Context: an optimization exercise on an open-source flow, tuned for small area and a short achievable clock period. The choices shown serve that exercise and are no tape-out recipe. The RTL was checked by simulation tests, not by an equivalence proof against the original design. No driver is modelled on the clock port, so clocking that relies on it looks cheaper here than on a real chip. Power is estimated from default activity; no workload was simulated.

Setup of build 39:
==> flow/design.v <==
module Lowpass(input clk, input rst, input en, input [15:0] in, output [15:0] out);
	reg [15:0] ff [31:0];
	reg [15:0] acc;
	reg [4:0]  cnt;
	reg        full;
	wire [15:0] old = full ? ff[31] : 16'b0;
	assign out = en ? {6'b0, acc[15:6]} : 16'b0;
	integer i;
	always @(posedge clk) begin
		if (en) begin
			ff[0] <= in;
			for (i = 1; i < 32; i = i + 1)
				ff[i] <= ff[i-1];
		end
	end
	always @(posedge clk or posedge rst) begin
		if (rst) begin
			acc  <= 16'b0;
			cnt  <= 5'b0;
			full <= 1'b0;
		end else if (en) begin
			acc <= acc + in + ~old + 16'd1;
			cnt <= cnt + 5'd1;
			if (cnt == 5'd31)
				full <= 1'b1;
		end
	end
endmodule
==> flow/config.mk <==
export PLATFORM = sky130hd
export DESIGN_NAME = Lowpass
export DESIGN_NICKNAME = Lowpass
export VERILOG_FILES = /design/flow/design.v
export SDC_FILE = /design/flow/constraint.sdc
export NUM_CORES = 4
export LEC_CHECK = 0
export CAP_MARGIN = 20
export CORE_MARGIN = 2
export CORE_UTILIZATION = 60
export CTS_BUF_LIST = sky130_fd_sc_hd__clkbuf_16
export CTS_CLUSTER_DIAMETER = 100
export CTS_CLUSTER_SIZE = 30
export SETUP_SLACK_MARGIN = 5
export SLEW_MARGIN = 20
==> flow/constraint.sdc <==
create_clock -name core_clock -period 10.0 [get_ports {clk}]
set_input_delay 2.0000 -clock core_clock [delete_from_list [all_inputs] [get_ports {clk}]]
set_output_delay 2.0000 -clock core_clock [all_outputs]
set_load 0.01 [all_outputs]
standard.sh (not shown) runs the stock make flow with config.mk's settings and CLKGATE_MAP_FILE= SYNTH_SCRIPT=/design/flow/synth_recipe.tcl, a recipe that flattens the netlist after the stock synthesis.
==> flow/flow/run.sh <==
#!/bin/bash
# The standard layout, with a larger setup margin for timing repair, stronger
# port buffers, and flow/fix_en.tcl run before CTS (see that file).
# make's output goes to flow_make.log; each step's log is under orfs/logs.
set -euo pipefail
bash standard.sh SETUP_SLACK_MARGIN=5.7 "BUFFER_PORTS_ARGS=-buffer_cell sky130_fd_sc_hd__buf_2" \
  "PRE_CTS_TCL=$PWD/flow/fix_en.tcl" FIX_EN_BUF=sky130_fd_sc_hd__buf_4 FIX_EN_INV=sky130_fd_sc_hd__inv_4 \
  finish > flow_make.log 2>&1
==> flow/flow/fix_en.tcl <==
# Run as ORFS's PRE_CTS_TCL hook, on the placed design before CTS.
# en reaches the output through one gate (out = en & sum), but the gates sit
# deep in en's large fanout tree (the enables of all window registers), and
# timing repair then grows that whole tree to speed up the en -> out path.
# Here the gates' en inputs are taken from the en port buffer directly (or
# from one inverter on it, where the gate wants en inverted), and everything
# else the port buffer drove is put behind one new buffer.
set block [ord::get_db_block]
set en_net [[$block findBTerm en] getNet]
set ibuf ""
foreach it [$en_net getITerms] {
  if {[string match input* [[$it getInst] getName]]} { set ibuf [$it getInst] }
}
if {$ibuf eq ""} { puts "fix_en: no port buffer on en"; return }
set root_net [[$ibuf findITerm X] getNet]
puts "fix_en: port buffer [$ibuf getName], net [$root_net getName]"

proc master_of {inst} { return [[$inst getMaster] getName] }
proc is_buf {inst} { return [regexp {__(buf|bufbuf|clkbuf)_[0-9]+$} [master_of $inst]] }
proc is_inv {inst} { return [regexp {__(inv|clkinv)_[0-9]+$} [master_of $inst]] }
proc in_net {inst} {
  foreach it [$inst getITerms] { if {[$it isInputSignal]} { return [$it getNet] } }
  return ""
}
proc out_net {inst} {
  foreach it [$inst getITerms] { if {[$it isOutputSignal]} { return [$it getNet] } }
  return ""
}
proc driver {net} {
  foreach it [$net getITerms] { if {[$it isOutputSignal]} { return [$it getInst] } }
  return ""
}
# parity of inversions from root_net to net through buffers and inverters, or -1
proc parity {net root_net} {
  set par 0
  for {set k 0} {$k < 12} {incr k} {
    if {$net eq $root_net} { return $par }
    set d [driver $net]
    if {$d eq ""} { return -1 }
    if {[is_inv $d]} { set par [expr {1 - $par}] } elseif {![is_buf $d]} { return -1 }
    set net [in_net $d]
    if {$net eq "" || $net eq "NULL"} { return -1 }
  }
  return -1
}

set loc [$ibuf getLocation]
set inv_net ""
set gates {}
set old_drivers {}
foreach bt [$block getBTerms] {
  if {![string match out* [$bt getName]]} continue
  set obuf [driver [$bt getNet]]
  if {$obuf eq "" || ![is_buf $obuf]} continue
  set gate [driver [in_net $obuf]]
  if {$gate eq "" || [is_buf $gate] || [is_inv $gate]} continue
  foreach it [$gate getITerms] {
    if {![$it isInputSignal]} continue
    set n [$it getNet]
    if {$n eq "NULL" || $n eq $root_net} continue
    set par [parity $n $root_net]
    if {$par < 0} continue
    lappend old_drivers [driver $n]
    $it disconnect
    if {$par == 0} {
      $it connect $root_net
    } else {
      if {$inv_net eq ""} {
        set inv [odb::dbInst_create $block [[ord::get_db] findMaster $::env(FIX_EN_INV)] fix_en_inv]
        set inv_net [odb::dbNet_create $block fix_en_inv_net]
        [$inv findITerm A] connect $root_net
        [$inv findITerm Y] connect $inv_net
        $inv setLocation [lindex $loc 0] [lindex $loc 1]
        $inv setPlacementStatus PLACED
      }
      $it connect $inv_net
    }
    lappend gates [$gate getName]
  }
}
puts "fix_en: [llength $gates] output gate inputs moved: $gates"

# remove buffers and inverters left without loads (repeatedly, up the tree);
# instances are tracked by name, since a removed one must not be touched
set names [lsort -unique [lmap d $old_drivers {$d getName}]]
set again 1
while {$again} {
  set again 0
  foreach name $names {
    set d [$block findInst $name]
    if {$d eq "NULL" || $d eq ""} continue
    if {![is_buf $d] && ![is_inv $d]} continue
    if {$name eq [$ibuf getName]} continue
    set o [out_net $d]
    if {$o ne "" && $o ne "NULL" && [llength [$o getITerms]] == 1 && [llength [$o getBTerms]] == 0} {
      puts "fix_en: removing unloaded $name"
      set up [driver [in_net $d]]
      foreach it [$d getITerms] { $it disconnect }
      odb::dbInst_destroy $d
      odb::dbNet_destroy $o
      if {$up ne ""} { lappend names [$up getName] }
      set again 1
    }
  }
  set names [lsort -unique $names]
}

# everything else on root_net goes behind one new buffer
set others {}
foreach it [$root_net getITerms] {
  if {[$it isOutputSignal]} continue
  set inst [$it getInst]
  if {[lsearch -exact $gates [$inst getName]] >= 0} continue
  if {$inv_net ne "" && [$inst getName] eq "fix_en_inv"} continue
  lappend others $it
}
puts "fix_en: [llength $others] other loads go behind a new buffer"
if {[llength $others] > 0} {
  set b [odb::dbInst_create $block [[ord::get_db] findMaster $::env(FIX_EN_BUF)] fix_en_buf]
  set bnet [odb::dbNet_create $block fix_en_net]
  [$b findITerm A] connect $root_net
  [$b findITerm X] connect $bnet
  foreach it $others { $it disconnect; $it connect $bnet }
  $b setLocation [lindex $loc 0] [lindex $loc 1]
  $b setPlacementStatus PLACED
}
global_connect
detailed_placement
estimate_parasitics -placement
report_checks -path_delay max -fields {fanout cap slew} -digits 3 -group_path_count 2
Input changes introduced in build 36 (baseline for comparison: build 39):
--- a/flow/flow/run.sh
+++ b/flow/flow/run.sh
@@ -4,5 +4,5 @@
 # make's output goes to flow_make.log; each step's log is under orfs/logs.
 set -euo pipefail
-bash standard.sh SETUP_SLACK_MARGIN=5.7 "BUFFER_PORTS_ARGS=-buffer_cell sky130_fd_sc_hd__buf_2" \
+bash standard.sh SETUP_SLACK_MARGIN=7 "BUFFER_PORTS_ARGS=-buffer_cell sky130_fd_sc_hd__buf_2" \
   "PRE_CTS_TCL=$PWD/flow/fix_en.tcl" FIX_EN_BUF=sky130_fd_sc_hd__buf_4 FIX_EN_INV=sky130_fd_sc_hd__inv_4 \
   finish > flow_make.log 2>&1
## What came out
The lower total power consumption of the routed design of build 39 and build 36 is in build 39. Via total after detailed routing ended up 2.5% higher on build 36 than on build 39. Build 36 vs build 39: core utilization of the finished layout up in build 36. Summary of build 36 over build 39: placed cell area grew by 140 um2; reported leakage power +0.22 nW. Highest layer used for signal routing = met4: build 36; highest layer used for signal routing = met5: build 39.
What build 66 does differently from build 36 at the input level:
==> flow/flow/run.sh <==
#!/bin/bash
# The standard layout, with a larger setup margin for timing repair, stronger
# port buffers, and flow/fix_en.tcl run before CTS and after CTS's timing
# repair (see that file); the repair after global routing is skipped so that
# it keeps that structure. make's output goes to flow_make.log; each step's
# log is under orfs/logs.
set -euo pipefail
bash standard.sh SETUP_SLACK_MARGIN=6 "BUFFER_PORTS_ARGS=-buffer_cell sky130_fd_sc_hd__buf_2" \
  "PRE_CTS_TCL=$PWD/flow/fix_en.tcl" "POST_CTS_TCL=$PWD/flow/fix_en.tcl" SKIP_INCREMENTAL_REPAIR=1 \
  FIX_EN_BUF=sky130_fd_sc_hd__buf_4 FIX_EN_INV=sky130_fd_sc_hd__inv_4 \
  finish > flow_make.log 2>&1
--- a/flow/flow/fix_en.tcl
+++ b/flow/flow/fix_en.tcl
@@ -1,3 +1,4 @@
-# Run as ORFS's PRE_CTS_TCL hook, on the placed design before CTS.
+# Run as ORFS's PRE_CTS_TCL hook, on the placed design before CTS, and again
+# as its POST_CTS_TCL hook, after CTS's timing repair.
 # en reaches the output through one gate (out = en & sum), but the gates sit
 # deep in en's large fanout tree (the enables of all window registers), and
@@ -16,4 +17,11 @@
 puts "fix_en: port buffer [$ibuf getName], net [$root_net getName]"
 
+# a name not yet used in the block
+proc fresh {kind base} {
+  set block [ord::get_db_block]
+  set k 0
+  while {[$block find$kind ${base}_$k] ne "NULL"} { incr k }
+  return ${base}_$k
+}
 proc master_of {inst} { return [[$inst getMaster] getName] }
 proc is_buf {inst} { return [regexp {__(buf|bufbuf|clkbuf)_[0-9]+$} [master_of $inst]] }
@@ -58,5 +66,7 @@
     if {![$it isInputSignal]} continue
     set n [$it getNet]
-    if {$n eq "NULL" || $n eq $root_net} continue
+    if {$n eq "NULL"} continue
+    if {$n eq $root_net} { lappend gates [$gate getName]; continue }
+    if {$inv_net ne "" && $n eq $inv_net} { lappend gates [$gate getName]; continue }
     set par [parity $n $root_net]
     if {$par < 0} continue
@@ -67,6 +77,6 @@
     } else {
       if {$inv_net eq ""} {
-        set inv [odb::dbInst_create $block [[ord::get_db] findMaster $::env(FIX_EN_INV)] fix_en_inv]
-        set inv_net [odb::dbNet_create $block fix_en_inv_net]
+        set inv [odb::dbInst_create $block [[ord::get_db] findMaster $::env(FIX_EN_INV)] [fresh Inst fix_en_inv]]
+        set inv_net [odb::dbNet_create $block [fresh Net fix_en_inv_net]]
         [$inv findITerm A] connect $root_net
         [$inv findITerm Y] connect $inv_net
@@ -112,11 +122,11 @@
   set inst [$it getInst]
   if {[lsearch -exact $gates [$inst getName]] >= 0} continue
-  if {$inv_net ne "" && [$inst getName] eq "fix_en_inv"} continue
+  if {$inv_net ne "" && $inst eq $inv} continue
   lappend others $it
 }
 puts "fix_en: [llength $others] other loads go behind a new buffer"
-if {[llength $others] > 0} {
-  set b [odb::dbInst_create $block [[ord::get_db] findMaster $::env(FIX_EN_BUF)] fix_en_buf]
-  set bnet [odb::dbNet_create $block fix_en_net]
+if {[llength $others] > 1} {
+  set b [odb::dbInst_create $block [[ord::get_db] findMaster $::env(FIX_EN_BUF)] [fresh Inst fix_en_buf]]
+  set bnet [odb::dbNet_create $block [fresh Net fix_en_net]]
   [$b findITerm A] connect $root_net
   [$b findITerm X] connect $bnet
## What came out
- Build 36 → build 66: aggregate routed wire length -910 um, critical path depth was more or less identical, share of power burned in combinational logic went down by 5.5 points.
- ~same insertion delay of the later-clocked pin in the worst-skew pair in build 36 and build 66
- From build 36 to build 66, number of sinks handled by clock tree synthesis did not move at all.
- A timing endpoint of the critical path of out[9] is what build 66 shows, while out[4] belongs to build 36.
- Build 36 → build 66: area of the die about even; initial antenna violation count rose 1; starting density of the core about even; combinational power fell about 28%; worst path setup slack after routing rose 96 ps.
diff inputs: build 66 => build 68
==> flow/flow/run.sh <==
#!/bin/bash
# The standard layout, with a larger setup margin for timing repair, stronger
# port buffers, the en and out pins placed together (flow/pins.tcl), and
# flow/fix_en.tcl run before CTS and after CTS's timing repair (see that
# file); the repair after global routing is skipped so that it keeps that
# structure. make's output goes to flow_make.log; each step's log is under
# orfs/logs.
set -euo pipefail
bash standard.sh SETUP_SLACK_MARGIN=6 "BUFFER_PORTS_ARGS=-buffer_cell sky130_fd_sc_hd__buf_2" \
  "PRE_IO_PLACEMENT_TCL=$PWD/flow/pins.tcl" \
  "PRE_CTS_TCL=$PWD/flow/fix_en.tcl" "POST_CTS_TCL=$PWD/flow/fix_en.tcl" SKIP_INCREMENTAL_REPAIR=1 \
  FIX_EN_BUF=sky130_fd_sc_hd__buf_4 FIX_EN_INV=sky130_fd_sc_hd__inv_4 \
  finish > flow_make.log 2>&1
==> flow/flow/pins.tcl (new file) <==
# Run as ORFS's PRE_IO_PLACEMENT_TCL hook, before place_pins: keep the en pin
# and the pins of out[9:0], which en gates, together on the die's edge, so the
# en -> out wires stay short.
set_io_pin_constraint -group -order -pin_names {out[0] out[1] out[2] out[3] out[4] en out[5] out[6] out[7] out[8] out[9]}
==> results.txt <==
Total wirelength of the detailed-routed design for build 68: about 3.6% down relative to build 66
Between build 66 and build 68, the post-route core utilization figures differ only marginally.
Any difference in mean number of vias per cell between build 68 and build 66 is small enough to ignore.
Power dissipated in combinational cells in build 68 is about 1% lower than in build 66

separate check: timing with driven ports:
Ports are ideal in the flow. The routed layouts listed here were re-timed in OpenROAD. Step 1, drivers: a clkbuf_16 drives clk and a buf_2 each remaining input, both assumed. Step 2 times the ports against the registers' clock, not the clock port: input delays grow and output delays shrink by t, the midpoint of the rising clock arrivals with the driver on. Slacks: no drivers / after step 1 / after step 2; pairs: no drivers / after step 1.
| run | t (ns) | slack for setup (ns) | worst hold slack (ns) | worst setup path at the end | pins driven straight from the clock port |
|---|---|---|---|---|---|
| build 39 | 0.577 | 5.467 / 5.400 / 5.400 | 0.424 / 0.424 / 0.424 | input to output | 1 |
| build 36 | 0.578 | 5.485 / 5.425 / 5.425 | 0.422 / 0.422 / 0.422 | input to output | 1 |
| build 66 | 0.583 | 5.581 / 5.384 / 5.233 | 0.410 / 0.410 / 0.410 | input to register | 1 |
| build 68 | 0.589 | 5.646 / 5.541 / 5.055 | 0.413 / 0.413 / 0.413 | input to register | 1 |
After both steps setup and hold are still met in every run listed. The setup slack of build 68, which loses most, moves by -0.105 ns with the drivers and by -0.591 ns with both steps.
